Background: an optimization exercise with open tools, aiming at small area, a short achievable clock period and few clock cycles. Do not read the settings as production practice.
Function not checked in this run: the RTL went through the layout flow alone.

File: design/flow/config.mk
export PLATFORM = sky130hd
export DESIGN_NAME = Milestone1
export DESIGN_NICKNAME = Milestone1
export VERILOG_FILES = /design/flow/design.v
export SDC_FILE = /design/flow/constraint.sdc
export NUM_CORES = 4
export LEC_CHECK = 0
export CAP_MARGIN = 20
export CORE_MARGIN = 2
export CORE_UTILIZATION = 40
export SLEW_MARGIN = 20
File: design/flow/flow/run.sh
#!/bin/bash
# The standard layout (the standard.sh), with these ORFS settings changed:
#   SETUP_SLACK_MARGIN=9.0 "BUFFER_PORTS_ARGS=-buffer_cell sky130_fd_sc_hd__buf_2"
# The clock, the constraints and the synthesis are the design's own.
set -euo pipefail
bash standard.sh SETUP_SLACK_MARGIN=9.0 "BUFFER_PORTS_ARGS=-buffer_cell sky130_fd_sc_hd__buf_2" finish > flow_make.log 2>&1
File: design/flow/constraint.sdc
create_clock -name core_clock -period 13.0 [get_ports {Clock}]
set_input_delay 2.6000 -clock core_clock [delete_from_list [all_inputs] [get_ports {Clock}]]
set_output_delay 2.6000 -clock core_clock [all_outputs]
set_load 0.01 [all_outputs]
File: design/flow/design.v
`timescale 1ns/100ps
`default_nettype none
module Milestone1 (
   input  logic            Clock,
   input  logic            resetn,
   input  logic [15:0]     SRAM_read_data,
   input  logic            M1_start,
   output logic [17:0]     SRAM_address,
   output logic [15:0]     SRAM_write_data,
   output logic            SRAM_we_n,
   output logic            M1_end
);
logic        running;
logic        wr_on;
logic [4:0]  cyc;           
logic [2:0]  ym5;           
logic [17:0] yptr;          
logic [17:0] wptr;          
logic [7:0]  uw [0:5];      
logic [7:0]  vw [0:5];      
logic [7:0]  ulow;          
logic [15:0] vbuf;          
logic [15:0] ybuf;          
logic [8:0]  fo, fo2;       
logic [7:0]  rr, rg, rb;    
logic [7:0]  bh;            
logic        fsel_u;
logic [7:0]  w0, w1, w2, w3, w4, w5;
logic [7:0]  t0, t1, t3, t4, t5;
logic [8:0]  fp, fq, fs;        
logic [8:0]  fout;
logic        c0, c1, c157, c158, c159;    
assign fsel_u = cyc[3];
assign w0 = fsel_u ? uw[0] : vw[1];
assign w1 = fsel_u ? uw[1] : vw[2];
assign w2 = fsel_u ? uw[2] : vw[3];
assign w3 = fsel_u ? uw[3] : vw[4];
assign w4 = fsel_u ? uw[4] : vw[5];
assign w5 = fsel_u ? uw[5] : vw[0];
assign t0 = c0 ? w2 : (c1 ? w1 : w0);
assign t1 = c0 ? w2 : w1;
assign t3 = c159 ? w2 : w3;
assign t4 = c159 ? w2 : (c158 ? w3 : w4);
assign t5 = c159 ? w2 : (c158 ? w3 : (c157 ? w4 : w5));
always_ff @(posedge Clock) begin
   fp <= {1'b0, t0} + {1'b0, t5} + 9'd1;        
   fq <= {1'b0, ~t1} + {1'b0, ~t4} + 9'd1;      
   fs <= {1'b0, w2} + {1'b0, t3} + 9'd1;        
end
logic ft_s0, ft_c0;
logic ft_s1, ft_c1;
logic ft_s2, ft_c2;
logic ft_s3, ft_c3;
logic ft_s4, ft_c4;
logic ft_s5, ft_c5;
logic ft_s6, ft_c6;
logic ft_s7, ft_c7;
logic ft_s8, ft_c8;
logic ft_s9, ft_c9;
logic ft_s10, ft_c10;
logic ft_s11, ft_c11;
logic ft_s12, ft_c12;
logic ft_s13, ft_c13;
logic ft_s14, ft_c14;
logic ft_s15, ft_c15;
logic ft_s16, ft_c16;
logic ft_s17, ft_c17;
logic ft_s18, ft_c18;
logic ft_s19, ft_c19;
logic ft_s20, ft_c20;
logic ft_s21, ft_c21;
logic ft_s22, ft_c22;
logic ft_s23, ft_c23;
logic ft_s24, ft_c24;
logic ft_s25, ft_c25;
logic ft_s26, ft_c26;
logic ft_s27, ft_c27;
logic ft_s28, ft_c28;
logic ft_s29, ft_c29;
logic ft_s30, ft_c30;
logic ft_s31, ft_c31;
logic ft_s32, ft_c32;
logic ft_s33, ft_c33;
logic ft_s34, ft_c34;
logic ft_s35, ft_c35;
logic ft_s36, ft_c36;
logic ft_s37, ft_c37;
logic ft_s38, ft_c38;
logic ft_s39, ft_c39;
logic ft_s40, ft_c40;
logic ft_s41, ft_c41;
logic ft_s42, ft_c42;
logic ft_s43, ft_c43;
logic ft_s44, ft_c44;
logic ft_s45, ft_c45;
logic ft_s46, ft_c46;
logic ft_s47, ft_c47;
logic ft_s48, ft_c48;
logic ft_s49, ft_c49;
logic ft_s50, ft_c50;
logic ft_s51, ft_c51;
logic ft_s52, ft_c52;
logic ft_s53, ft_c53;
logic ft_s54, ft_c54;
logic ft_s55, ft_c55;
logic ft_s56, ft_c56;
logic ft_s57, ft_c57;
logic ft_s58, ft_c58;
logic ft_s59, ft_c59;
logic ft_s60, ft_c60;
logic ft_s61, ft_c61;
logic [16:0] ft_ra, ft_rb, ft_sum;
assign ft_s0 = fp[1] ^ fp[3] ^ fp[5];
assign ft_c0 = (fp[1] & fp[3]) | (fp[1] & fp[5]) | (fp[3] & fp[5]);
assign ft_s1 = fp[2] ^ fp[4] ^ fp[6];
assign ft_c1 = (fp[2] & fp[4]) | (fp[2] & fp[6]) | (fp[4] & fp[6]);
assign ft_s2 = fq[1] ^ fq[2];
assign ft_c2 = fq[1] & fq[2];
assign ft_s3 = fp[3] ^ fp[5] ^ fp[7];
assign ft_c3 = (fp[3] & fp[5]) | (fp[3] & fp[7]) | (fp[5] & fp[7]);
assign ft_s4 = fq[2] ^ fq[3] ^ fq[5];
assign ft_c4 = (fq[2] & fq[3]) | (fq[2] & fq[5]) | (fq[3] & fq[5]);
assign ft_s5 = fs[0] ^ fs[2];
assign ft_c5 = fs[0] & fs[2];
assign ft_s6 = fp[4] ^ fp[6] ^ fp[8];
assign ft_c6 = (fp[4] & fp[6]) | (fp[4] & fp[8]) | (fp[6] & fp[8]);
assign ft_s7 = fq[3] ^ fq[4] ^ fq[6];
assign ft_c7 = (fq[3] & fq[4]) | (fq[3] & fq[6]) | (fq[4] & fq[6]);
assign ft_s8 = fs[1] ^ fs[3] ^ ~fs[8];
assign ft_c8 = (fs[1] & fs[3]) | (fs[1] & ~fs[8]) | (fs[3] & ~fs[8]);
assign ft_s9 = fp[5] ^ fp[7] ^ fq[4];
assign ft_c9 = (fp[5] & fp[7]) | (fp[5] & fq[4]) | (fp[7] & fq[4]);
assign ft_s10 = fq[5] ^ fq[7] ^ fs[2];
assign ft_c10 = (fq[5] & fq[7]) | (fq[5] & fs[2]) | (fq[7] & fs[2]);
assign ft_s11 = ~fs[4];
assign ft_c11 = fs[4];
assign ft_s12 = fp[6] ^ fp[8] ^ fq[5];
assign ft_c12 = (fp[6] & fp[8]) | (fp[6] & fq[5]) | (fp[8] & fq[5]);
assign ft_s13 = fq[6] ^ fq[8] ^ fs[3];
assign ft_c13 = (fq[6] & fq[8]) | (fq[6] & fs[3]) | (fq[8] & fs[3]);
assign ft_s14 = ~fs[5];
assign ft_c14 = fs[5];
assign ft_s15 = fp[7] ^ fq[6] ^ fq[7];
assign ft_c15 = (fp[7] & fq[6]) | (fp[7] & fq[7]) | (fq[6] & fq[7]);
assign ft_s16 = fp[8] ^ fq[7];
assign ft_c16 = fp[8] & fq[7];
assign ft_s17 = fp[0] ^ fp[2] ^ fp[4];
assign ft_c17 = (fp[0] & fp[2]) | (fp[0] & fp[4]) | (fp[2] & fp[4]);
assign ft_s18 = fq[0] ^ fq[1] ^ fq[3];
assign ft_c18 = (fq[0] & fq[1]) | (fq[0] & fq[3]) | (fq[1] & fq[3]);
assign ft_s19 = fs[0] ^ ~fs[5];
assign ft_c19 = fs[0] & ~fs[5];
assign ft_s20 = fq[4] ^ fs[1] ^ ~fs[6];
assign ft_c20 = (fq[4] & fs[1]) | (fq[4] & ~fs[6]) | (fs[1] & ~fs[6]);
assign ft_s21 = ft_s2 ^ ft_c0 ^ ft_s1;
assign ft_c21 = (ft_s2 & ft_c0) | (ft_s2 & ft_s1) | (ft_c0 & ft_s1);
assign ft_s22 = ~fs[7] ^ ft_c2 ^ ft_s5;
assign ft_c22 = (~fs[7] & ft_c2) | (~fs[7] & ft_s5) | (ft_c2 & ft_s5);
assign ft_s23 = ft_c1 ^ ft_s3 ^ ft_s4;
assign ft_c23 = (ft_c1 & ft_s3) | (ft_c1 & ft_s4) | (ft_s3 & ft_s4);
assign ft_s24 = ft_c5 ^ ft_c3 ^ ft_c4;
assign ft_c24 = (ft_c5 & ft_c3) | (ft_c5 & ft_c4) | (ft_c3 & ft_c4);
assign ft_s25 = ft_s6 ^ ft_s7 ^ ft_s8;
assign ft_c25 = (ft_s6 & ft_s7) | (ft_s6 & ft_s8) | (ft_s7 & ft_s8);
assign ft_s26 = ft_s11 ^ ft_c6 ^ ft_c7;
assign ft_c26 = (ft_s11 & ft_c6) | (ft_s11 & ft_c7) | (ft_c6 & ft_c7);
assign ft_s27 = ft_c8 ^ ft_s9 ^ ft_s10;
assign ft_c27 = (ft_c8 & ft_s9) | (ft_c8 & ft_s10) | (ft_s9 & ft_s10);
assign ft_s28 = ft_c11 ^ ft_s14 ^ ft_c9;
assign ft_c28 = (ft_c11 & ft_s14) | (ft_c11 & ft_c9) | (ft_s14 & ft_c9);
assign ft_s29 = ft_c10 ^ ft_s12 ^ ft_s13;
assign ft_c29 = (ft_c10 & ft_s12) | (ft_c10 & ft_s13) | (ft_s12 & ft_s13);
assign ft_s30 = ft_c14 ^ fs[4] ^ fs[6];
assign ft_c30 = (ft_c14 & fs[4]) | (ft_c14 & fs[6]) | (fs[4] & fs[6]);
assign ft_s31 = ft_c12 ^ ft_c13 ^ ft_s15;
assign ft_c31 = (ft_c12 & ft_c13) | (ft_c12 & ft_s15) | (ft_c13 & ft_s15);
assign ft_s32 = fq[8] ^ fs[5] ^ fs[7];
assign ft_c32 = (fq[8] & fs[5]) | (fq[8] & fs[7]) | (fs[5] & fs[7]);
assign ft_s33 = ~(ft_s16 ^ ft_c15);
assign ft_c33 = ft_s16 | ft_c15;
assign ft_s34 = fq[8] ^ fs[6] ^ fs[8];
assign ft_c34 = (fq[8] & fs[6]) | (fq[8] & fs[8]) | (fs[6] & fs[8]);
assign ft_s35 = fp[0] ^ fp[2];
assign ft_c35 = fp[0] & fp[2];
assign ft_s36 = fp[1] ^ fp[3] ^ fq[1];
assign ft_c36 = (fp[1] & fp[3]) | (fp[1] & fq[1]) | (fp[3] & fq[1]);
assign ft_s37 = fq[0] ^ fq[2] ^ ~fs[4];
assign ft_c37 = (fq[0] & fq[2]) | (fq[0] & ~fs[4]) | (fq[2] & ~fs[4]);
assign ft_s38 = ft_s19 ^ ft_c17 ^ ft_s18;
assign ft_c38 = (ft_s19 & ft_c17) | (ft_s19 & ft_s18) | (ft_c17 & ft_s18);
assign ft_s39 = ft_c19 ^ ft_c18 ^ ft_s20;
assign ft_c39 = (ft_c19 & ft_c18) | (ft_c19 & ft_s20) | (ft_c18 & ft_s20);
assign ft_s40 = ft_c20 ^ ft_s22 ^ ft_c21;
assign ft_c40 = (ft_c20 & ft_s22) | (ft_c20 & ft_c21) | (ft_s22 & ft_c21);
assign ft_s41 = ft_c22 ^ ft_c23 ^ ft_s24;
assign ft_c41 = (ft_c22 & ft_c23) | (ft_c22 & ft_s24) | (ft_c23 & ft_s24);
assign ft_s42 = ft_c24 ^ ft_c25 ^ ft_s26;
assign ft_c42 = (ft_c24 & ft_c25) | (ft_c24 & ft_s26) | (ft_c25 & ft_s26);
assign ft_s43 = ft_c26 ^ ft_c27 ^ ft_s28;
assign ft_c43 = (ft_c26 & ft_c27) | (ft_c26 & ft_s28) | (ft_c27 & ft_s28);
assign ft_s44 = ft_s30 ^ ft_c28 ^ ft_c29;
assign ft_c44 = (ft_s30 & ft_c28) | (ft_s30 & ft_c29) | (ft_c28 & ft_c29);
assign ft_s45 = ft_c30 ^ ft_s32 ^ ft_s33;
assign ft_c45 = (ft_c30 & ft_s32) | (ft_c30 & ft_s33) | (ft_s32 & ft_s33);
assign ft_s46 = ft_c16 ^ ft_c32 ^ ft_s34;
assign ft_c46 = (ft_c16 & ft_c32) | (ft_c16 & ft_s34) | (ft_c32 & ft_s34);
assign ft_s47 = fp[0] ^ ~fs[0];
assign ft_c47 = fp[0] & ~fs[0];
assign ft_s48 = fp[1] ^ ~fs[1];
assign ft_c48 = fp[1] & ~fs[1];
assign ft_s49 = fq[0] ^ ~fs[2] ^ ft_s35;
assign ft_c49 = (fq[0] & ~fs[2]) | (fq[0] & ft_s35) | (~fs[2] & ft_s35);
assign ft_s50 = ~fs[3] ^ ft_c35 ^ ft_s36;
assign ft_c50 = (~fs[3] & ft_c35) | (~fs[3] & ft_s36) | (ft_c35 & ft_s36);
assign ft_s51 = ft_c36 ^ ft_s37 ^ ft_s17;
assign ft_c51 = (ft_c36 & ft_s37) | (ft_c36 & ft_s17) | (ft_s37 & ft_s17);
assign ft_s52 = ft_c37 ^ ft_s0 ^ ft_s38;
assign ft_c52 = (ft_c37 & ft_s0) | (ft_c37 & ft_s38) | (ft_s0 & ft_s38);
assign ft_s53 = ft_c38 ^ ft_s39 ^ ft_s21;
assign ft_c53 = (ft_c38 & ft_s39) | (ft_c38 & ft_s21) | (ft_s39 & ft_s21);
assign ft_s54 = ft_c39 ^ ft_s23 ^ ft_s40;
assign ft_c54 = (ft_c39 & ft_s23) | (ft_c39 & ft_s40) | (ft_s23 & ft_s40);
assign ft_s55 = ft_s25 ^ ft_c40 ^ ft_s41;
assign ft_c55 = (ft_s25 & ft_c40) | (ft_s25 & ft_s41) | (ft_c40 & ft_s41);
assign ft_s56 = ft_s27 ^ ft_c41 ^ ft_s42;
assign ft_c56 = (ft_s27 & ft_c41) | (ft_s27 & ft_s42) | (ft_c41 & ft_s42);
assign ft_s57 = ft_s29 ^ ft_c42 ^ ft_s43;
assign ft_c57 = (ft_s29 & ft_c42) | (ft_s29 & ft_s43) | (ft_c42 & ft_s43);
assign ft_s58 = ft_s31 ^ ft_c43 ^ ft_s44;
assign ft_c58 = (ft_s31 & ft_c43) | (ft_s31 & ft_s44) | (ft_c43 & ft_s44);
assign ft_s59 = ft_c31 ^ ft_s45 ^ ft_c44;
assign ft_c59 = (ft_c31 & ft_s45) | (ft_c31 & ft_c44) | (ft_s45 & ft_c44);
assign ft_s60 = ft_c33 ^ ft_s46 ^ ft_c45;
assign ft_c60 = (ft_c33 & ft_s46) | (ft_c33 & ft_c45) | (ft_s46 & ft_c45);
assign ft_s61 = fs[7] ^ ft_c34 ^ ft_c46;
assign ft_c61 = (fs[7] & ft_c34) | (fs[7] & ft_c46) | (ft_c34 & ft_c46);
assign ft_ra = {1'b0, ft_c61, ft_c60, ft_c59, ft_c58, ft_c57, ft_c56, ft_c55, ft_c54, ft_c53, ft_c52, ft_c51, ft_c50, ft_c49, ft_c48, ft_c47, ft_s47};
assign ft_rb = {1'b0, fs[8], ft_s61, ft_s60, ft_s59, ft_s58, ft_s57, ft_s56, ft_s55, ft_s54, ft_s53, ft_s52, ft_s51, ft_s50, ft_s49, ft_s48, 1'b1};
assign ft_sum = ft_ra + ft_rb;
assign fout = ft_sum[16:8];
logic [7:0]  ysel;
logic [8:0]  usel, vsel;
logic [24:0] ypr;               
logic [8:0]  xu, xv;
logic [10:0] xu3, xv3;
logic [7:0]  cr, cg, cb;
assign ysel = ybuf[15:8];    
assign usel = cyc[0] ? {uw[4][7], ~uw[4][7], uw[4][6:0]} : fo2;
assign vsel = cyc[0] ? {vw[4][7], ~vw[4][7], vw[4][6:0]} : fo;
logic yt_s0, yt_c0;
logic yt_s1, yt_c1;
logic yt_s2, yt_c2;
logic yt_s3, yt_c3;
logic yt_s4, yt_c4;
logic yt_s5, yt_c5;
logic yt_s6, yt_c6;
logic yt_s7, yt_c7;
logic yt_s8, yt_c8;
logic yt_s9, yt_c9;
logic yt_s10, yt_c10;
logic yt_s11, yt_c11;
logic yt_s12, yt_c12;
logic yt_s13, yt_c13;
logic yt_s14, yt_c14;
logic yt_s15, yt_c15;
logic yt_s16, yt_c16;
logic [26:0] yt_ra, yt_rb, yt_sum;
assign yt_s0 = ysel[1] ^ ysel[3];
assign yt_c0 = ysel[1] & ysel[3];
assign yt_s1 = ysel[2] ^ ysel[4] ^ ysel[6];
assign yt_c1 = (ysel[2] & ysel[4]) | (ysel[2] & ysel[6]) | (ysel[4] & ysel[6]);
assign yt_s2 = ysel[0] ^ ysel[3] ^ ysel[5];
assign yt_c2 = (ysel[0] & ysel[3]) | (ysel[0] & ysel[5]) | (ysel[3] & ysel[5]);
assign yt_s3 = ysel[1] ^ ysel[4];
assign yt_c3 = ysel[1] & ysel[4];
assign yt_s4 = ysel[2] ^ ysel[5];
assign yt_c4 = ysel[2] & ysel[5];
assign yt_s5 = ysel[3] ^ ysel[6];
assign yt_c5 = ysel[3] & ysel[6];
assign yt_s6 = ysel[0] ^ ysel[2];
assign yt_c6 = ysel[0] & ysel[2];
assign yt_s7 = ~(ysel[5] ^ yt_s0);
assign yt_c7 = ysel[5] | yt_s0;
assign yt_s8 = ~(yt_c0 ^ yt_s1);
assign yt_c8 = yt_c0 | yt_s1;
assign yt_s9 = ysel[7] ^ yt_c1 ^ yt_s2;
assign yt_c9 = (ysel[7] & yt_c1) | (ysel[7] & yt_s2) | (yt_c1 & yt_s2);
assign yt_s10 = ysel[6] ^ yt_s3 ^ yt_c2;
assign yt_c10 = (ysel[6] & yt_s3) | (ysel[6] & yt_c2) | (yt_s3 & yt_c2);
assign yt_s11 = ysel[7] ^ yt_c3 ^ yt_s4;
assign yt_c11 = (ysel[7] & yt_c3) | (ysel[7] & yt_s4) | (yt_c3 & yt_s4);
assign yt_s12 = ~(yt_c4 ^ yt_s5);
assign yt_c12 = yt_c4 | yt_s5;
assign yt_s13 = ysel[4] ^ ysel[7] ^ yt_c5;
assign yt_c13 = (ysel[4] & ysel[7]) | (ysel[4] & yt_c5) | (ysel[7] & yt_c5);
assign yt_s14 = ~ysel[5];
assign yt_c14 = ysel[5];
assign yt_s15 = ~ysel[6];
assign yt_c15 = ysel[6];
assign yt_s16 = ~ysel[7];
assign yt_c16 = ysel[7];
assign yt_ra = {1'b1, 1'b0, yt_c16, yt_c15, yt_c14, yt_c13, yt_c12, yt_c11, yt_c10, yt_c9, yt_c8, yt_c7, yt_c6, yt_s6, ysel[1], ysel[0], ysel[1], ysel[0], ~ysel[6], ~ysel[5], ~ysel[4], ~ysel[3], ~ysel[2], ~ysel[1], ~ysel[0], 1'b0, 1'b0};
assign yt_rb = {1'b0, 1'b0, 1'b1, yt_s16, yt_s15, yt_s14, yt_s13, yt_s12, yt_s11, yt_s10, yt_s9, yt_s8, yt_s7, ysel[4], ysel[3], ysel[2], 1'b0, ~ysel[7], 1'b1, 1'b0, 1'b1, 1'b0, 1'b0, 1'b0, 1'b1, 1'b0, 1'b0};
assign yt_sum = yt_ra + yt_rb;
always_ff @(posedge Clock) begin
   ypr <= yt_sum[26:2];
   xu  <= usel;
   xv  <= vsel;
   xu3 <= {2'b00, usel} + {1'b0, usel, 1'b0};
   xv3 <= {2'b00, vsel} + {1'b0, vsel, 1'b0};
end
logic rt_s0, rt_c0;
logic rt_s1, rt_c1;
logic rt_s2, rt_c2;
logic rt_s3, rt_c3;
logic rt_s4, rt_c4;
logic rt_s5, rt_c5;
logic rt_s6, rt_c6;
logic rt_s7, rt_c7;
logic rt_s8, rt_c8;
logic rt_s9, rt_c9;
logic rt_s10, rt_c10;
logic rt_s11, rt_c11;
logic rt_s12, rt_c12;
logic rt_s13, rt_c13;
logic rt_s14, rt_c14;
logic rt_s15, rt_c15;
logic rt_s16, rt_c16;
logic rt_s17, rt_c17;
logic rt_s18, rt_c18;
logic rt_s19, rt_c19;
logic rt_s20, rt_c20;
logic rt_s21, rt_c21;
logic rt_s22, rt_c22;
logic rt_s23, rt_c23;
logic rt_s24, rt_c24;
logic rt_s25, rt_c25;
logic rt_s26, rt_c26;
logic rt_s27, rt_c27;
logic rt_s28, rt_c28;
logic rt_s29, rt_c29;
logic rt_s30, rt_c30;
logic rt_s31, rt_c31;
logic rt_s32, rt_c32;
logic rt_s33, rt_c33;
logic rt_s34, rt_c34;
logic rt_s35, rt_c35;
logic rt_s36, rt_c36;
logic rt_s37, rt_c37;
logic rt_s38, rt_c38;
logic rt_s39, rt_c39;
logic [26:0] rt_ra, rt_rb, rt_sum;
assign rt_s0 = ypr[9] ^ xv3[0];
assign rt_c0 = ypr[9] & xv3[0];
assign rt_s1 = ypr[10] ^ xv3[1];
assign rt_c1 = ypr[10] & xv3[1];
assign rt_s2 = ypr[5] ^ xv[0];
assign rt_c2 = ypr[5] & xv[0];
assign rt_s3 = ypr[6] ^ xv[1] ^ xv[4];
assign rt_c3 = (ypr[6] & xv[1]) | (ypr[6] & xv[4]) | (xv[1] & xv[4]);
assign rt_s4 = ypr[7] ^ xv[2] ^ xv[5];
assign rt_c4 = (ypr[7] & xv[2]) | (ypr[7] & xv[5]) | (xv[2] & xv[5]);
assign rt_s5 = ypr[8] ^ xv[3] ^ xv[6];
assign rt_c5 = (ypr[8] & xv[3]) | (ypr[8] & xv[6]) | (xv[3] & xv[6]);
assign rt_s6 = ~(xv[4] ^ xv[7]);
assign rt_c6 = xv[4] | xv[7];
assign rt_s7 = xv[5] ^ xv[8] ^ rt_c0;
assign rt_c7 = (xv[5] & xv[8]) | (xv[5] & rt_c0) | (xv[8] & rt_c0);
assign rt_s8 = ypr[11] ^ xv3[2] ^ xv[6];
assign rt_c8 = (ypr[11] & xv3[2]) | (ypr[11] & xv[6]) | (xv3[2] & xv[6]);
assign rt_s9 = ypr[12] ^ xv3[3];
assign rt_c9 = ypr[12] & xv3[3];
assign rt_s10 = ypr[13] ^ xv3[0] ^ xv3[4];
assign rt_c10 = (ypr[13] & xv3[0]) | (ypr[13] & xv3[4]) | (xv3[0] & xv3[4]);
assign rt_s11 = ypr[14] ^ xv3[1];
assign rt_c11 = ypr[14] & xv3[1];
assign rt_s12 = ypr[15] ^ xv3[2];
assign rt_c12 = ypr[15] & xv3[2];
assign rt_s13 = ypr[16] ^ xv3[3] ^ xv3[7];
assign rt_c13 = (ypr[16] & xv3[3]) | (ypr[16] & xv3[7]) | (xv3[3] & xv3[7]);
assign rt_s14 = ypr[17] ^ xv3[4] ^ xv3[8];
assign rt_c14 = (ypr[17] & xv3[4]) | (ypr[17] & xv3[8]) | (xv3[4] & xv3[8]);
assign rt_s15 = ypr[18] ^ xv3[5];
assign rt_c15 = ypr[18] & xv3[5];
assign rt_s16 = ypr[19] ^ xv3[6] ^ xv3[10];
assign rt_c16 = (ypr[19] & xv3[6]) | (ypr[19] & xv3[10]) | (xv3[6] & xv3[10]);
assign rt_s17 = ypr[20] ^ xv3[7];
assign rt_c17 = ypr[20] & xv3[7];
assign rt_s18 = ypr[2] ^ xv[0];
assign rt_c18 = ypr[2] & xv[0];
assign rt_s19 = ypr[3] ^ xv[1] ^ xv3[5];
assign rt_c19 = (ypr[3] & xv[1]) | (ypr[3] & xv3[5]) | (xv[1] & xv3[5]);
assign rt_s20 = ypr[4] ^ xv[2] ^ xv3[6];
assign rt_c20 = (ypr[4] & xv[2]) | (ypr[4] & xv3[6]) | (xv[2] & xv3[6]);
assign rt_s21 = xv[3] ^ xv3[7] ^ rt_s2;
assign rt_c21 = (xv[3] & xv3[7]) | (xv[3] & rt_s2) | (xv3[7] & rt_s2);
assign rt_s22 = xv3[8] ^ rt_c2 ^ rt_s3;
assign rt_c22 = (xv3[8] & rt_c2) | (xv3[8] & rt_s3) | (rt_c2 & rt_s3);
assign rt_s23 = xv3[9] ^ rt_c3 ^ rt_s4;
assign rt_c23 = (xv3[9] & rt_c3) | (xv3[9] & rt_s4) | (rt_c3 & rt_s4);
assign rt_s24 = xv3[10] ^ rt_c4 ^ rt_s5;
assign rt_c24 = (xv3[10] & rt_c4) | (xv3[10] & rt_s5) | (rt_c4 & rt_s5);
assign rt_s25 = rt_s6 ^ rt_s0 ^ rt_c5;
assign rt_c25 = (rt_s6 & rt_s0) | (rt_s6 & rt_c5) | (rt_s0 & rt_c5);
assign rt_s26 = rt_c6 ^ rt_s1 ^ rt_s7;
assign rt_c26 = (rt_c6 & rt_s1) | (rt_c6 & rt_s7) | (rt_s1 & rt_s7);
assign rt_s27 = rt_c1 ^ rt_s8 ^ rt_c7;
assign rt_c27 = (rt_c1 & rt_s8) | (rt_c1 & rt_c7) | (rt_s8 & rt_c7);
assign rt_s28 = xv[7] ^ rt_s9 ^ rt_c8;
assign rt_c28 = (xv[7] & rt_s9) | (xv[7] & rt_c8) | (rt_s9 & rt_c8);
assign rt_s29 = xv[8] ^ rt_c9 ^ rt_s10;
assign rt_c29 = (xv[8] & rt_c9) | (xv[8] & rt_s10) | (rt_c9 & rt_s10);
assign rt_s30 = xv3[5] ^ rt_s11 ^ rt_c10;
assign rt_c30 = (xv3[5] & rt_s11) | (xv3[5] & rt_c10) | (rt_s11 & rt_c10);
assign rt_s31 = xv3[6] ^ rt_c11 ^ rt_s12;
assign rt_c31 = (xv3[6] & rt_c11) | (xv3[6] & rt_s12) | (rt_c11 & rt_s12);
assign rt_s32 = ~(rt_c12 ^ rt_s13);
assign rt_c32 = rt_c12 | rt_s13;
assign rt_s33 = ~(rt_c13 ^ rt_s14);
assign rt_c33 = rt_c13 | rt_s14;
assign rt_s34 = xv3[9] ^ rt_s15 ^ rt_c14;
assign rt_c34 = (xv3[9] & rt_s15) | (xv3[9] & rt_c14) | (rt_s15 & rt_c14);
assign rt_s35 = ~(rt_c15 ^ rt_s16);
assign rt_c35 = rt_c15 | rt_s16;
assign rt_s36 = ~(rt_s17 ^ rt_c16);
assign rt_c36 = rt_s17 | rt_c16;
assign rt_s37 = ypr[21] ^ xv3[8] ^ rt_c17;
assign rt_c37 = (ypr[21] & xv3[8]) | (ypr[21] & rt_c17) | (xv3[8] & rt_c17);
assign rt_s38 = ypr[22] ^ xv3[9];
assign rt_c38 = ypr[22] & xv3[9];
assign rt_s39 = ypr[23] ^ xv3[10];
assign rt_c39 = ypr[23] & xv3[10];
assign rt_ra = {rt_c39, rt_c38, rt_c37, rt_c36, rt_c35, rt_c34, rt_c33, rt_c32, rt_c31, rt_c30, rt_c29, rt_c28, rt_c27, rt_c26, rt_c25, rt_c24, rt_c23, rt_c22, rt_c21, rt_c20, rt_c19, rt_c18, rt_s18, ypr[1], ypr[0], xv3[1], xv3[0]};
assign rt_rb = {ypr[24], rt_s39, rt_s38, rt_s37, rt_s36, rt_s35, rt_s34, rt_s33, rt_s32, rt_s31, rt_s30, rt_s29, rt_s28, rt_s27, rt_s26, rt_s25, rt_s24, rt_s23, rt_s22, rt_s21, rt_s20, rt_s19, xv3[4], xv3[3], xv3[2], 1'b0, 1'b0};
assign rt_sum = rt_ra + rt_rb;
logic gt_s0, gt_c0;
logic gt_s1, gt_c1;
logic gt_s2, gt_c2;
logic gt_s3, gt_c3;
logic gt_s4, gt_c4;
logic gt_s5, gt_c5;
logic gt_s6, gt_c6;
logic gt_s7, gt_c7;
logic gt_s8, gt_c8;
logic gt_s9, gt_c9;
logic gt_s10, gt_c10;
logic gt_s11, gt_c11;
logic gt_s12, gt_c12;
logic gt_s13, gt_c13;
logic gt_s14, gt_c14;
logic gt_s15, gt_c15;
logic gt_s16, gt_c16;
logic gt_s17, gt_c17;
logic gt_s18, gt_c18;
logic gt_s19, gt_c19;
logic gt_s20, gt_c20;
logic gt_s21, gt_c21;
logic gt_s22, gt_c22;
logic gt_s23, gt_c23;
logic gt_s24, gt_c24;
logic gt_s25, gt_c25;
logic gt_s26, gt_c26;
logic gt_s27, gt_c27;
logic gt_s28, gt_c28;
logic gt_s29, gt_c29;
logic gt_s30, gt_c30;
logic gt_s31, gt_c31;
logic gt_s32, gt_c32;
logic gt_s33, gt_c33;
logic gt_s34, gt_c34;
logic gt_s35, gt_c35;
logic gt_s36, gt_c36;
logic gt_s37, gt_c37;
logic gt_s38, gt_c38;
logic gt_s39, gt_c39;
logic gt_s40, gt_c40;
logic gt_s41, gt_c41;
logic gt_s42, gt_c42;
logic gt_s43, gt_c43;
logic gt_s44, gt_c44;
logic gt_s45, gt_c45;
logic gt_s46, gt_c46;
logic gt_s47, gt_c47;
logic gt_s48, gt_c48;
logic gt_s49, gt_c49;
logic gt_s50, gt_c50;
logic gt_s51, gt_c51;
logic gt_s52, gt_c52;
logic gt_s53, gt_c53;
logic gt_s54, gt_c54;
logic gt_s55, gt_c55;
logic gt_s56, gt_c56;
logic gt_s57, gt_c57;
logic gt_s58, gt_c58;
logic gt_s59, gt_c59;
logic gt_s60, gt_c60;
logic gt_s61, gt_c61;
logic gt_s62, gt_c62;
logic gt_s63, gt_c63;
logic gt_s64, gt_c64;
logic [26:0] gt_ra, gt_rb, gt_sum;
assign gt_s0 = ypr[3] ^ ~xu3[2];
assign gt_c0 = ypr[3] & ~xu3[2];
assign gt_s1 = ypr[4] ^ ~xu3[3];
assign gt_c1 = ypr[4] & ~xu3[3];
assign gt_s2 = ypr[5] ^ ~xu3[4];
assign gt_c2 = ypr[5] & ~xu3[4];
assign gt_s3 = ypr[6] ^ ~xu3[5];
assign gt_c3 = ypr[6] & ~xu3[5];
assign gt_s4 = ypr[7] ^ ~xu3[6];
assign gt_c4 = ypr[7] & ~xu3[6];
assign gt_s5 = ypr[8] ^ ~xu[0] ^ ~xu3[7];
assign gt_c5 = (ypr[8] & ~xu[0]) | (ypr[8] & ~xu3[7]) | (~xu[0] & ~xu3[7]);
assign gt_s6 = ypr[9] ^ ~xu[1];
assign gt_c6 = ypr[9] & ~xu[1];
assign gt_s7 = ypr[10] ^ ~xu[2] ^ ~xu3[9];
assign gt_c7 = (ypr[10] & ~xu[2]) | (ypr[10] & ~xu3[9]) | (~xu[2] & ~xu3[9]);
assign gt_s8 = ypr[11] ^ ~xu3[0] ^ ~xu[3];
assign gt_c8 = (ypr[11] & ~xu3[0]) | (ypr[11] & ~xu[3]) | (~xu3[0] & ~xu[3]);
assign gt_s9 = ~xu3[10] ^ ~xv[1];
assign gt_c9 = ~xu3[10] & ~xv[1];
assign gt_s10 = ypr[12] ^ ~xu3[1] ^ ~xu[4];
assign gt_c10 = (ypr[12] & ~xu3[1]) | (ypr[12] & ~xu[4]) | (~xu3[1] & ~xu[4]);
assign gt_s11 = ~(~xv3[0] ^ ~xv[2]);
assign gt_c11 = ~xv3[0] | ~xv[2];
assign gt_s12 = ypr[13] ^ ~xu3[2] ^ ~xu[5];
assign gt_c12 = (ypr[13] & ~xu3[2]) | (ypr[13] & ~xu[5]) | (~xu3[2] & ~xu[5]);
assign gt_s13 = ~(~xv3[1] ^ ~xv[3]);
assign gt_c13 = ~xv3[1] | ~xv[3];
assign gt_s14 = ypr[14] ^ ~xu3[3] ^ ~xu[6];
assign gt_c14 = (ypr[14] & ~xu3[3]) | (ypr[14] & ~xu[6]) | (~xu3[3] & ~xu[6]);
assign gt_s15 = ~xv3[2] ^ ~xv[4];
assign gt_c15 = ~xv3[2] & ~xv[4];
assign gt_s16 = ypr[15] ^ ~xu3[4] ^ ~xu[7];
assign gt_c16 = (ypr[15] & ~xu3[4]) | (ypr[15] & ~xu[7]) | (~xu3[4] & ~xu[7]);
assign gt_s17 = ~xv3[3] ^ ~xv[5];
assign gt_c17 = ~xv3[3] & ~xv[5];
assign gt_s18 = ypr[16] ^ ~xu3[5] ^ ~xu[8];
assign gt_c18 = (ypr[16] & ~xu3[5]) | (ypr[16] & ~xu[8]) | (~xu3[5] & ~xu[8]);
assign gt_s19 = ~xv3[4] ^ ~xv[6];
assign gt_c19 = ~xv3[4] & ~xv[6];
assign gt_s20 = ypr[17] ^ ~xu3[6] ^ ~xv3[5];
assign gt_c20 = (ypr[17] & ~xu3[6]) | (ypr[17] & ~xv3[5]) | (~xu3[6] & ~xv3[5]);
assign gt_s21 = ypr[18] ^ ~xu3[7] ^ ~xv3[6];
assign gt_c21 = (ypr[18] & ~xu3[7]) | (ypr[18] & ~xv3[6]) | (~xu3[7] & ~xv3[6]);
assign gt_s22 = ypr[1] ^ ~xu3[0];
assign gt_c22 = ypr[1] & ~xu3[0];
assign gt_s23 = ypr[2] ^ ~xu3[1];
assign gt_c23 = ypr[2] & ~xu3[1];
assign gt_s24 = ~(~xv[0] ^ ~xv[5]);
assign gt_c24 = ~xv[0] | ~xv[5];
assign gt_s25 = ~xv[1] ^ ~xv[6] ^ gt_c0;
assign gt_c25 = (~xv[1] & ~xv[6]) | (~xv[1] & gt_c0) | (~xv[6] & gt_c0);
assign gt_s26 = ~xv[2] ^ ~xv[7] ^ gt_c1;
assign gt_c26 = (~xv[2] & ~xv[7]) | (~xv[2] & gt_c1) | (~xv[7] & gt_c1);
assign gt_s27 = ~xv[3] ^ ~xv[8] ^ gt_c2;
assign gt_c27 = (~xv[3] & ~xv[8]) | (~xv[3] & gt_c2) | (~xv[8] & gt_c2);
assign gt_s28 = ~(~xv[4] ^ gt_c3);
assign gt_c28 = ~xv[4] | gt_c3;
assign gt_s29 = ~(~xv[5] ^ gt_c4);
assign gt_c29 = ~xv[5] | gt_c4;
assign gt_s30 = ~xu3[8] ^ ~xv[6] ^ gt_s6;
assign gt_c30 = (~xu3[8] & ~xv[6]) | (~xu3[8] & gt_s6) | (~xv[6] & gt_s6);
assign gt_s31 = ~xv[0] ^ ~xv[7] ^ gt_c6;
assign gt_c31 = (~xv[0] & ~xv[7]) | (~xv[0] & gt_c6) | (~xv[7] & gt_c6);
assign gt_s32 = ~xv[8] ^ gt_s9 ^ gt_c7;
assign gt_c32 = (~xv[8] & gt_s9) | (~xv[8] & gt_c7) | (gt_s9 & gt_c7);
assign gt_s33 = gt_c9 ^ gt_s11 ^ gt_c8;
assign gt_c33 = (gt_c9 & gt_s11) | (gt_c9 & gt_c8) | (gt_s11 & gt_c8);
assign gt_s34 = gt_c11 ^ gt_s13 ^ gt_c10;
assign gt_c34 = (gt_c11 & gt_s13) | (gt_c11 & gt_c10) | (gt_s13 & gt_c10);
assign gt_s35 = gt_c13 ^ gt_s15 ^ gt_c12;
assign gt_c35 = (gt_c13 & gt_s15) | (gt_c13 & gt_c12) | (gt_s15 & gt_c12);
assign gt_s36 = gt_c15 ^ gt_s17 ^ gt_c14;
assign gt_c36 = (gt_c15 & gt_s17) | (gt_c15 & gt_c14) | (gt_s17 & gt_c14);
assign gt_s37 = gt_c17 ^ gt_s19 ^ gt_c16;
assign gt_c37 = (gt_c17 & gt_s19) | (gt_c17 & gt_c16) | (gt_s19 & gt_c16);
assign gt_s38 = ~xv[7] ^ gt_c19 ^ gt_c18;
assign gt_c38 = (~xv[7] & gt_c19) | (~xv[7] & gt_c18) | (gt_c19 & gt_c18);
assign gt_s39 = ~(~xv[8] ^ gt_c20);
assign gt_c39 = ~xv[8] | gt_c20;
assign gt_s40 = ypr[19] ^ ~xu3[8] ^ ~xv3[7];
assign gt_c40 = (ypr[19] & ~xu3[8]) | (ypr[19] & ~xv3[7]) | (~xu3[8] & ~xv3[7]);
assign gt_s41 = ypr[20] ^ ~xu3[9];
assign gt_c41 = ypr[20] & ~xu3[9];
assign gt_s42 = ypr[21] ^ ~xu3[10];
assign gt_c42 = ypr[21] & ~xu3[10];
assign gt_s43 = ~~xv[3];
assign gt_c43 = ~xv[3];
assign gt_s44 = ~xv[4] ^ gt_c22 ^ gt_s23;
assign gt_c44 = (~xv[4] & gt_c22) | (~xv[4] & gt_s23) | (gt_c22 & gt_s23);
assign gt_s45 = gt_c23 ^ gt_s24 ^ gt_s0;
assign gt_c45 = (gt_c23 & gt_s24) | (gt_c23 & gt_s0) | (gt_s24 & gt_s0);
assign gt_s46 = gt_c24 ^ gt_s1 ^ gt_s25;
assign gt_c46 = (gt_c24 & gt_s1) | (gt_c24 & gt_s25) | (gt_s1 & gt_s25);
assign gt_s47 = gt_s2 ^ gt_c25 ^ gt_s26;
assign gt_c47 = (gt_s2 & gt_c25) | (gt_s2 & gt_s26) | (gt_c25 & gt_s26);
assign gt_s48 = gt_s3 ^ gt_c26 ^ gt_s27;
assign gt_c48 = (gt_s3 & gt_c26) | (gt_s3 & gt_s27) | (gt_c26 & gt_s27);
assign gt_s49 = gt_s4 ^ gt_s28 ^ gt_c27;
assign gt_c49 = (gt_s4 & gt_s28) | (gt_s4 & gt_c27) | (gt_s28 & gt_c27);
assign gt_s50 = gt_c28 ^ gt_s29 ^ gt_s5;
assign gt_c50 = (gt_c28 & gt_s29) | (gt_c28 & gt_s5) | (gt_s29 & gt_s5);
assign gt_s51 = gt_c5 ^ gt_c29 ^ gt_s30;
assign gt_c51 = (gt_c5 & gt_c29) | (gt_c5 & gt_s30) | (gt_c29 & gt_s30);
assign gt_s52 = gt_s7 ^ gt_c30 ^ gt_s31;
assign gt_c52 = (gt_s7 & gt_c30) | (gt_s7 & gt_s31) | (gt_c30 & gt_s31);
assign gt_s53 = gt_s8 ^ gt_c31 ^ gt_s32;
assign gt_c53 = (gt_s8 & gt_c31) | (gt_s8 & gt_s32) | (gt_c31 & gt_s32);
assign gt_s54 = gt_s10 ^ gt_c32 ^ gt_s33;
assign gt_c54 = (gt_s10 & gt_c32) | (gt_s10 & gt_s33) | (gt_c32 & gt_s33);
assign gt_s55 = gt_s12 ^ gt_c33 ^ gt_s34;
assign gt_c55 = (gt_s12 & gt_c33) | (gt_s12 & gt_s34) | (gt_c33 & gt_s34);
assign gt_s56 = gt_s14 ^ gt_c34 ^ gt_s35;
assign gt_c56 = (gt_s14 & gt_c34) | (gt_s14 & gt_s35) | (gt_c34 & gt_s35);
assign gt_s57 = gt_s16 ^ gt_c35 ^ gt_s36;
assign gt_c57 = (gt_s16 & gt_c35) | (gt_s16 & gt_s36) | (gt_c35 & gt_s36);
assign gt_s58 = gt_s18 ^ gt_c36 ^ gt_s37;
assign gt_c58 = (gt_s18 & gt_c36) | (gt_s18 & gt_s37) | (gt_c36 & gt_s37);
assign gt_s59 = gt_s20 ^ gt_c37 ^ gt_s38;
assign gt_c59 = (gt_s20 & gt_c37) | (gt_s20 & gt_s38) | (gt_c37 & gt_s38);
assign gt_s60 = gt_s21 ^ gt_s39 ^ gt_c38;
assign gt_c60 = (gt_s21 & gt_s39) | (gt_s21 & gt_c38) | (gt_s39 & gt_c38);
assign gt_s61 = gt_c21 ^ gt_s40 ^ gt_c39;
assign gt_c61 = (gt_c21 & gt_s40) | (gt_c21 & gt_c39) | (gt_s40 & gt_c39);
assign gt_s62 = ~xv3[8] ^ gt_s41 ^ gt_c40;
assign gt_c62 = (~xv3[8] & gt_s41) | (~xv3[8] & gt_c40) | (gt_s41 & gt_c40);
assign gt_s63 = ~xv3[9] ^ gt_c41 ^ gt_s42;
assign gt_c63 = (~xv3[9] & gt_c41) | (~xv3[9] & gt_s42) | (gt_c41 & gt_s42);
assign gt_s64 = ypr[22] ^ ~xv3[10] ^ gt_c42;
assign gt_c64 = (ypr[22] & ~xv3[10]) | (ypr[22] & gt_c42) | (~xv3[10] & gt_c42);
assign gt_ra = {ypr[24], gt_c64, gt_c63, gt_c62, gt_c61, gt_c60, gt_c59, gt_c58, gt_c57, gt_c56, gt_c55, gt_c54, gt_c53, gt_c52, gt_c51, gt_c50, gt_c49, gt_c48, gt_c47, gt_c46, gt_c45, gt_c44, gt_c43, gt_s43, ypr[0], ~xv[1], ~xv[0]};
assign gt_rb = {1'b0, ypr[23], gt_s64, gt_s63, gt_s62, gt_s61, gt_s60, gt_s59, gt_s58, gt_s57, gt_s56, gt_s55, gt_s54, gt_s53, gt_s52, gt_s51, gt_s50, gt_s49, gt_s48, gt_s47, gt_s46, gt_s45, gt_s44, gt_s22, ~xv[2], 1'b0, 1'b1};
assign gt_sum = gt_ra + gt_rb;
logic bt_s0, bt_c0;
logic bt_s1, bt_c1;
logic bt_s2, bt_c2;
logic bt_s3, bt_c3;
logic bt_s4, bt_c4;
logic bt_s5, bt_c5;
logic bt_s6, bt_c6;
logic bt_s7, bt_c7;
logic bt_s8, bt_c8;
logic bt_s9, bt_c9;
logic bt_s10, bt_c10;
logic bt_s11, bt_c11;
logic bt_s12, bt_c12;
logic bt_s13, bt_c13;
logic bt_s14, bt_c14;
logic bt_s15, bt_c15;
logic bt_s16, bt_c16;
logic bt_s17, bt_c17;
logic bt_s18, bt_c18;
logic bt_s19, bt_c19;
logic bt_s20, bt_c20;
logic bt_s21, bt_c21;
logic bt_s22, bt_c22;
logic bt_s23, bt_c23;
logic bt_s24, bt_c24;
logic bt_s25, bt_c25;
logic bt_s26, bt_c26;
logic bt_s27, bt_c27;
logic bt_s28, bt_c28;
logic bt_s29, bt_c29;
logic bt_s30, bt_c30;
logic bt_s31, bt_c31;
logic bt_s32, bt_c32;
logic bt_s33, bt_c33;
logic bt_s34, bt_c34;
logic bt_s35, bt_c35;
logic [26:0] bt_ra, bt_rb, bt_sum;
assign bt_s0 = ypr[8] ^ xu[0];
assign bt_c0 = ypr[8] & xu[0];
assign bt_s1 = ypr[9] ^ xu[1];
assign bt_c1 = ypr[9] & xu[1];
assign bt_s2 = ypr[10] ^ xu[2];
assign bt_c2 = ypr[10] & xu[2];
assign bt_s3 = ypr[11] ^ xu[3];
assign bt_c3 = ypr[11] & xu[3];
assign bt_s4 = ypr[5] ^ xu[0];
assign bt_c4 = ypr[5] & xu[0];
assign bt_s5 = ypr[6] ^ xu[1] ^ xu3[5];
assign bt_c5 = (ypr[6] & xu[1]) | (ypr[6] & xu3[5]) | (xu[1] & xu3[5]);
assign bt_s6 = ypr[7] ^ xu[2] ^ xu3[6];
assign bt_c6 = (ypr[7] & xu[2]) | (ypr[7] & xu3[6]) | (xu[2] & xu3[6]);
assign bt_s7 = xu[3] ^ xu3[7] ^ xu3[10];
assign bt_c7 = (xu[3] & xu3[7]) | (xu[3] & xu3[10]) | (xu3[7] & xu3[10]);
assign bt_s8 = xu[4] ^ xu3[8] ^ bt_c0;
assign bt_c8 = (xu[4] & xu3[8]) | (xu[4] & bt_c0) | (xu3[8] & bt_c0);
assign bt_s9 = xu[5] ^ xu3[9] ^ bt_c1;
assign bt_c9 = (xu[5] & xu3[9]) | (xu[5] & bt_c1) | (xu3[9] & bt_c1);
assign bt_s10 = xu[6] ^ xu3[10] ^ bt_c2;
assign bt_c10 = (xu[6] & xu3[10]) | (xu[6] & bt_c2) | (xu3[10] & bt_c2);
assign bt_s11 = ypr[12] ^ xu[4] ^ xu[7];
assign bt_c11 = (ypr[12] & xu[4]) | (ypr[12] & xu[7]) | (xu[4] & xu[7]);
assign bt_s12 = ypr[13] ^ xu[5];
assign bt_c12 = ypr[13] & xu[5];
assign bt_s13 = ypr[1] ^ xu3[0];
assign bt_c13 = ypr[1] & xu3[0];
assign bt_s14 = ypr[2] ^ xu3[1] ^ xu3[4];
assign bt_c14 = (ypr[2] & xu3[1]) | (ypr[2] & xu3[4]) | (xu3[1] & xu3[4]);
assign bt_s15 = ypr[3] ^ xu3[2] ^ xu3[5];
assign bt_c15 = (ypr[3] & xu3[2]) | (ypr[3] & xu3[5]) | (xu3[2] & xu3[5]);
assign bt_s16 = ypr[4] ^ xu3[3] ^ xu3[6];
assign bt_c16 = (ypr[4] & xu3[3]) | (ypr[4] & xu3[6]) | (xu3[3] & xu3[6]);
assign bt_s17 = xu3[4] ^ xu3[7] ^ bt_s4;
assign bt_c17 = (xu3[4] & xu3[7]) | (xu3[4] & bt_s4) | (xu3[7] & bt_s4);
assign bt_s18 = xu3[8] ^ bt_c4 ^ bt_s5;
assign bt_c18 = (xu3[8] & bt_c4) | (xu3[8] & bt_s5) | (bt_c4 & bt_s5);
assign bt_s19 = xu3[9] ^ bt_c5 ^ bt_s6;
assign bt_c19 = (xu3[9] & bt_c5) | (xu3[9] & bt_s6) | (bt_c5 & bt_s6);
assign bt_s20 = bt_s0 ^ bt_c6 ^ bt_s7;
assign bt_c20 = (bt_s0 & bt_c6) | (bt_s0 & bt_s7) | (bt_c6 & bt_s7);
assign bt_s21 = bt_s1 ^ bt_c7 ^ bt_s8;
assign bt_c21 = (bt_s1 & bt_c7) | (bt_s1 & bt_s8) | (bt_c7 & bt_s8);
assign bt_s22 = bt_s2 ^ bt_c8 ^ bt_s9;
assign bt_c22 = (bt_s2 & bt_c8) | (bt_s2 & bt_s9) | (bt_c8 & bt_s9);
assign bt_s23 = bt_s3 ^ bt_c9 ^ bt_s10;
assign bt_c23 = (bt_s3 & bt_c9) | (bt_s3 & bt_s10) | (bt_c9 & bt_s10);
assign bt_s24 = bt_c3 ^ bt_s11 ^ bt_c10;
assign bt_c24 = (bt_c3 & bt_s11) | (bt_c3 & bt_c10) | (bt_s11 & bt_c10);
assign bt_s25 = xu[8] ^ bt_s12 ^ bt_c11;
assign bt_c25 = (xu[8] & bt_s12) | (xu[8] & bt_c11) | (bt_s12 & bt_c11);
assign bt_s26 = ypr[14] ^ xu[6] ^ bt_c12;
assign bt_c26 = (ypr[14] & xu[6]) | (ypr[14] & bt_c12) | (xu[6] & bt_c12);
assign bt_s27 = ypr[15] ^ xu[0] ^ xu[7];
assign bt_c27 = (ypr[15] & xu[0]) | (ypr[15] & xu[7]) | (xu[0] & xu[7]);
assign bt_s28 = ypr[16] ^ xu[1] ^ xu[8];
assign bt_c28 = (ypr[16] & xu[1]) | (ypr[16] & xu[8]) | (xu[1] & xu[8]);
assign bt_s29 = ypr[17] ^ xu[2];
assign bt_c29 = ypr[17] & xu[2];
assign bt_s30 = ypr[18] ^ xu[3];
assign bt_c30 = ypr[18] & xu[3];
assign bt_s31 = ypr[19] ^ xu[4];
assign bt_c31 = ypr[19] & xu[4];
assign bt_s32 = ypr[20] ^ xu[5];
assign bt_c32 = ypr[20] & xu[5];
assign bt_s33 = ypr[21] ^ xu[6];
assign bt_c33 = ypr[21] & xu[6];
assign bt_s34 = ypr[22] ^ xu[7];
assign bt_c34 = ypr[22] & xu[7];
assign bt_s35 = ypr[23] ^ xu[8];
assign bt_c35 = ypr[23] & xu[8];
assign bt_ra = {bt_c35, bt_c34, bt_c33, bt_c32, bt_c31, bt_c30, bt_c29, bt_c28, bt_c27, bt_c26, bt_c25, bt_c24, bt_c23, bt_c22, bt_c21, bt_c20, bt_c19, bt_c18, bt_c17, bt_c16, bt_c15, bt_c14, bt_c13, bt_s13, ypr[0], xu3[1], xu3[0]};
assign bt_rb = {ypr[24], bt_s35, bt_s34, bt_s33, bt_s32, bt_s31, bt_s30, bt_s29, bt_s28, bt_s27, bt_s26, bt_s25, bt_s24, bt_s23, bt_s22, bt_s21, bt_s20, bt_s19, bt_s18, bt_s17, bt_s16, bt_s15, bt_s14, xu3[3], xu3[2], 1'b0, 1'b0};
assign bt_sum = bt_ra + bt_rb;
function automatic logic [7:0] clip(input logic [26:0] v);
   if (v[26])               clip = 8'd0;
   else if (v[25] | v[24])  clip = 8'd255;
   else                     clip = v[23:16];
endfunction
assign cr = clip(rt_sum);
assign cg = clip(gt_sum);
assign cb = clip(bt_sum);
logic [17:0] caddr_sum;
logic [17:0] caddr;
assign caddr_sum = yptr + (yptr[0] ? 18'd76804 : 18'd115204);
assign caddr = {1'b0, caddr_sum[17:1]};
logic [3:0]  ws2, ws3;
logic [3:0]  wq;
assign wq = {running, ~M1_end, wr_on | running, running | ~M1_end};
always_ff @(posedge Clock) begin
   ws2 <= {4{cyc[1]}} & wq;
   ws3 <= {4{cyc[2]}} & wq;
end
assign SRAM_write_data[15:12] = ws3[3] ? bh[7:4] : (ws2[3] ? rr[7:4] : rg[7:4]);
assign SRAM_write_data[11:8]  = ws3[2] ? bh[3:0] : (ws2[2] ? rr[3:0] : rg[3:0]);
assign SRAM_write_data[7:4]   = ws3[1] ? rr[7:4] : (ws2[1] ? rg[7:4] : rb[7:4]);
assign SRAM_write_data[3:0]   = ws3[0] ? rr[3:0] : (ws2[0] ? rg[3:0] : rb[3:0]);
always_ff @(posedge Clock or negedge resetn) begin
   if (~resetn) begin
      running   <= 1'b0;
      M1_end    <= 1'b0;
      SRAM_we_n <= 1'b1;
      wr_on     <= 1'b0;
   end else begin
      if (~running) begin
         SRAM_we_n <= 1'b1;
         if (M1_start) begin
            running <= 1'b1;
            M1_end  <= 1'b0;
            wr_on   <= 1'b0;
         end
      end else begin
         SRAM_we_n <= ~(wr_on & (cyc[1] | cyc[2] | cyc[3]));
         if (cyc[3] & c0) wr_on <= 1'b1;
         if (cyc[4] & ~yptr[17] & yptr[15] & yptr[12] & yptr[10] & yptr[9] & yptr[0]) begin
            running <= 1'b0;
            M1_end  <= 1'b1;
         end
      end
   end
end
always_ff @(posedge Clock) begin
   if (~running & M1_start) begin
      cyc  <= 5'b10000;
      yptr <= 18'h3fffc;       
      ym5  <= 3'd1;            
      wptr <= 18'd146929;      
      {c157, c158, c159, c0, c1} <= 5'd0;
   end else begin
      cyc <= {cyc[3:0], cyc[4]};
      if (cyc[0]) begin
         yptr <= yptr + 18'd1;
         ym5  <= (ym5 == 3'd4) ? 3'd0 : ym5 + 3'd1;
      end
      if (cyc[1] | cyc[2] | cyc[3]) wptr <= wptr + 18'd1;
      if (cyc[2]) begin
         c157 <= (yptr[4:0] == 5'd30) & (ym5 == 3'd3);
         c158 <= c157;
         c159 <= c158;
         c0   <= c159;
         c1   <= c0;
      end
   end
   SRAM_address <= cyc[4] ? caddr : (cyc[0] ? yptr : wptr);
   fo  <= fout;
   fo2 <= fo;
   rr <= cr;
   if (cyc[1] | cyc[2]) begin
      rg <= cg;
      rb <= cb;
   end
   bh <= rb;
   uw[0] <= uw[5]; uw[1] <= uw[0]; uw[2] <= uw[1]; uw[3] <= uw[2]; uw[4] <= uw[3];
   vw[0] <= vw[5]; vw[1] <= vw[0]; vw[2] <= vw[1]; vw[3] <= vw[2]; vw[4] <= vw[3];
   if (cyc[2]) begin
      if (~yptr[0]) begin         
         uw[5] <= SRAM_read_data[15:8];
         ulow  <= SRAM_read_data[7:0];
         vw[5] <= vbuf[15:8];
      end else begin              
         uw[5] <= ulow;
         vw[5] <= vbuf[7:0];
         vbuf  <= SRAM_read_data;
      end
   end else begin
      uw[5] <= uw[4];
      vw[5] <= vw[4];
   end
   if (cyc[3]) ybuf <= SRAM_read_data;
   else if (cyc[0]) ybuf[15:8] <= ybuf[7:0];
end
endmodule
File: design/flow/standard.sh
#!/bin/bash
# synth_recipe.tcl (not shown) runs the flow's synth.tcl, then flattens the netlist and writes it again
# the make line also repeats each setting of config.mk as NAME=value (left out here)
make -C /OpenROAD-flow-scripts/flow DESIGN_CONFIG=/design/flow/config.mk WORK_HOME=/design/flow/orfs CLKGATE_MAP_FILE= SYNTH_SCRIPT=/design/flow/synth_recipe.tcl "${@:-finish}"
==> run notes <==
largest net degree at the start of global routing 43; fraction of layout cells with a size suffix above 1 about 15%; Avg Inst Size Synth 10.2 µm²; antenna viol nets, final 0; number of global-route vias before repair 14900; predominant post-synthesis flop cell dfxtp_1; Hold Buf Count CTS 0; DP Worst Slack between 8 and 9 ns; Clock Latency Late Sink between 0.5 and 0.6 ns; CTS buffer count 39; status finished clean; starting density of the core 40.4%; final core occ a little under half; Clock Root Buffer clkbuf_16; RSZ-0062 raised after global routing true; Final Wtd Congestion around 0.96; first-pass GRT wire length between 80000 and 90000 µm; Yosys warning total 3; Synth Instances 2134; Yosys cell types 84; Iteration-0 DRC Markers 694; Core Box Area 0.0537 mm²; largest cells by area after synthesis dfxtp_1 (27%), fa_1 (14%), ha_1 (13%); Fmax around 0.25 GHz; FF-to-FF Start ypr[4]$_DFF_P_; fin crit period between 4 and 5 ns; post-route DRC violation count 0; R2R setup slack 9.06 ns; Synth async-reset ratio 1.13%; worst hold path class register to register; Slew @ Worst Pin 1.02 ns; Final Non-Filler Cells between 2000 and 3000; Clock Tree Buf Depth 3; DR vias approximately 15000; H-tree Lvls 2; final hold vios 0; drt total wl 50900 µm; worst setup path start rg[6]$_SDFFCE_PN0P_; clk_skew about 0.033 ns; initial antenna violation count 1; grt total ovfl 0; I/O pins 55; critical path class register to output port; CTS Sinks approximately 350; Area Overhead vs Synth 13.7%; Seq/Total Area, Yosys a little over a third; max_slew headroom approximately a third; post-route setup slack ~9.0 ns; Critical Path Start Type register; dominant cell type by area after synthesis dfxtp_1; DP Cell Count 2840; Post-synth EDFFs 56; share of the synthesized area in the top cell type between 20% and 30%; Final Net Count between 2000 and 3000; dpl hpwl 40600 µm; max cap viols 0; final setup fails 0; Worst Reg-to-Reg Cells 15; R2R Path End rg[4]$_SDFFCE_PN0P_; die area between 0.05 and 0.06 mm²; crit-path max FO 2; final setup TNS 0 ns; pins over their slew limit 0; Critical Path AT between 1 and 1.5 ns; CTS tree yes; Die X approximately 240 µm; Crit path required time between 10 and 15 ns; Vias/cell roughly 4.9; GRT Total Usage a little under a fifth; FP Rows 85; Critical Path Sink SRAM_write_data[14]; PortBufs 54; Pre-antenna DRT Iters 5; CP Capture Type output port; Synth Net Count approximately 2500; routed len/inst 17.3 µm; synthesized cell area 0.0217 mm²; Die Y roughly 240 µm; #FFs+latches synth approximately 350; Worst-path clk slew approximately 0.060 ns; final worst-path cycle share 31.0%
metal layers:
layer  GRT usage [%]  up-vias  wire [µm]
li1                -     7227          -
met1            24.7     6981      23900
met2            30.1      238      24000
met3            2.49       65       1810
met4            5.52        0       1230
met5               0        -          0
layout make-up:
cell class                      instances  area, µm²
Fill cell                            4932      29100
Multi-Input combinational cell       1375      12800
Sequential cell                       354       7790
Inverter                              352       1330
Clock buffer                           53       1090
Tap cell                              696        871
Timing Repair Buffer                   92        556
Clock inverter                         19        228
Antenna cell                            1       2.50
worst max-delay path: stages (launching register included):
cell and delay [ns]:
edfxtp_1 0.45, mux2i_1 0.20, o21ai_1 0.08, buf_2 0.15
logic make-up (layout without fill, tap and decap cells):
family | after synthesis | after routing | synth area share [%]
AO/OA/AOI/OAI | 367 | 367 | 10.6
XOR/XNOR | 116 | 116 | 4.72
adder cells (fa/ha/maj) | 381 | 381 | 27.3
buffers and inverters | 405 | 516 | 7.04
flip-flops | 354 | 354 | 35.4
multiplexers | 140 | 140 | 6.79
other | 0 | 1 | 0
AND/OR/NAND/NOR | 371 | 371 | 8.21
Yosys cell counts (all sizes together), types with 8 or more instances:
cell type	n
inv	351
dfxtp	294
ha	228
fa	153
nand2	128
o21ai	120
a21oi	105
mux2i	102
nor2	97
xnor2	63
edfxtp	56
xor2	53
clkbuf	40
o21a	39
mux2	36
a21o	35
nand3	30
nor2b	26
o21bai	15
and3	14
nand4	14
a211oi	13
buf	13
nand2b	13
nor3	9
or3	8
cell usage in the layout (no fill, tap or decap), types with 23 or more instances in the layout:
master     netlist  final
dfxtp_1        294    240
o21ai_0        112     93
clkbuf_16        0     42
fa_1           153    147
nand2_1        128    128
xor2_1          52     51
dfxtp_4          0     23
xnor2_1         63     63
mux2_2          36     36
buf_4            0     38
nand3_1         29     29
o21a_1          38     38
ha_1           228    217
edfxtp_1        56     56
inv_1          350    333
a21oi_1         99     94
nor2b_1         26     25
mux2i_1        102    102
dfxtp_2          0     31
buf_2            5     54
a21o_1          35     35
nor2_1          97     93
worst min path at each step:
stage	cells after the start	slack [ns]	to	startpoint
global placement	0	0.33	vw[1][1]$_DFF_P_	vw[0][1]$_DFF_P_
floorplan	0	0.33	uw[2][0]$_DFF_P_	uw[1][0]$_DFF_P_
finish	0	0.34	fo2[5]$_DFF_P_	fo[5]$_DFF_P_
CTS	0	0.35	vw[4][7]$_DFF_P_	vw[3][7]$_DFF_P_
global route	0	0.35	vw[1][1]$_DFF_P_	vw[0][1]$_DFF_P_
detailed placement	0	0.33	uw[2][4]$_DFF_P_	uw[1][4]$_DFF_P_
per-stage QoR:
| stage | hold WS (ns) | instance area [µm²] |
|---|---|---|
| final | 0.343 | 24600 |
| after global routing | 0.351 | 24600 |
| after CTS | 0.346 | 24200 |
| after detailed placement | 0.334 | 22700 |
| after global placement | 0.329 | 22700 |
| after floorplan | 0.326 | 21700 |
what timing repair did:
action                     CTS  global route
pin swaps                    3            44
setup endpoints to repair   44            46
resized for setup           51           106
hold endpoints to repair     0             0
setup buffers                3            26
sequential cells by signal, summed over array words and instances, names as in the netlist, 9 cells and up:
register	flops
yptr	18
SRAM_address	18
uw	48
ypr	24
fq	9
fo2	9
xu3	11
xv3	11
fp	9
fs	9
vw	48
ybuf	16
wptr	18
fo	9
vbuf	16

static timing again, ports no longer ideal:
Ports are ideal in the flow. The routed layout listed here was re-timed in OpenROAD. Step 1 sets driving cells, clkbuf_16 on the clock port and buf_2 on the other inputs (assumed; they add their load-dependent delay and slew). Step 2 times the ports against the registers' clock, not the clock port: input delays grow and output delays shrink by t, the midpoint of the rising clock arrivals with the driver on. Three values: no drivers, after step 1, after step 2; two values: the first two.
t, ns: 0.605
setup WS [ns]: 8.967 / 8.916 / 9.064
latest minus earliest clock arrival (ns): 0.036 / 0.036
worst register clock-pin slew, ns: 0.07 / 0.07
worst slew at a driven data input, ns: 0.07
After both steps this run still meets setup and hold. For this run, drivers alone change the setup slack by -0.051 ns; drivers and shift together by +0.097 ns.
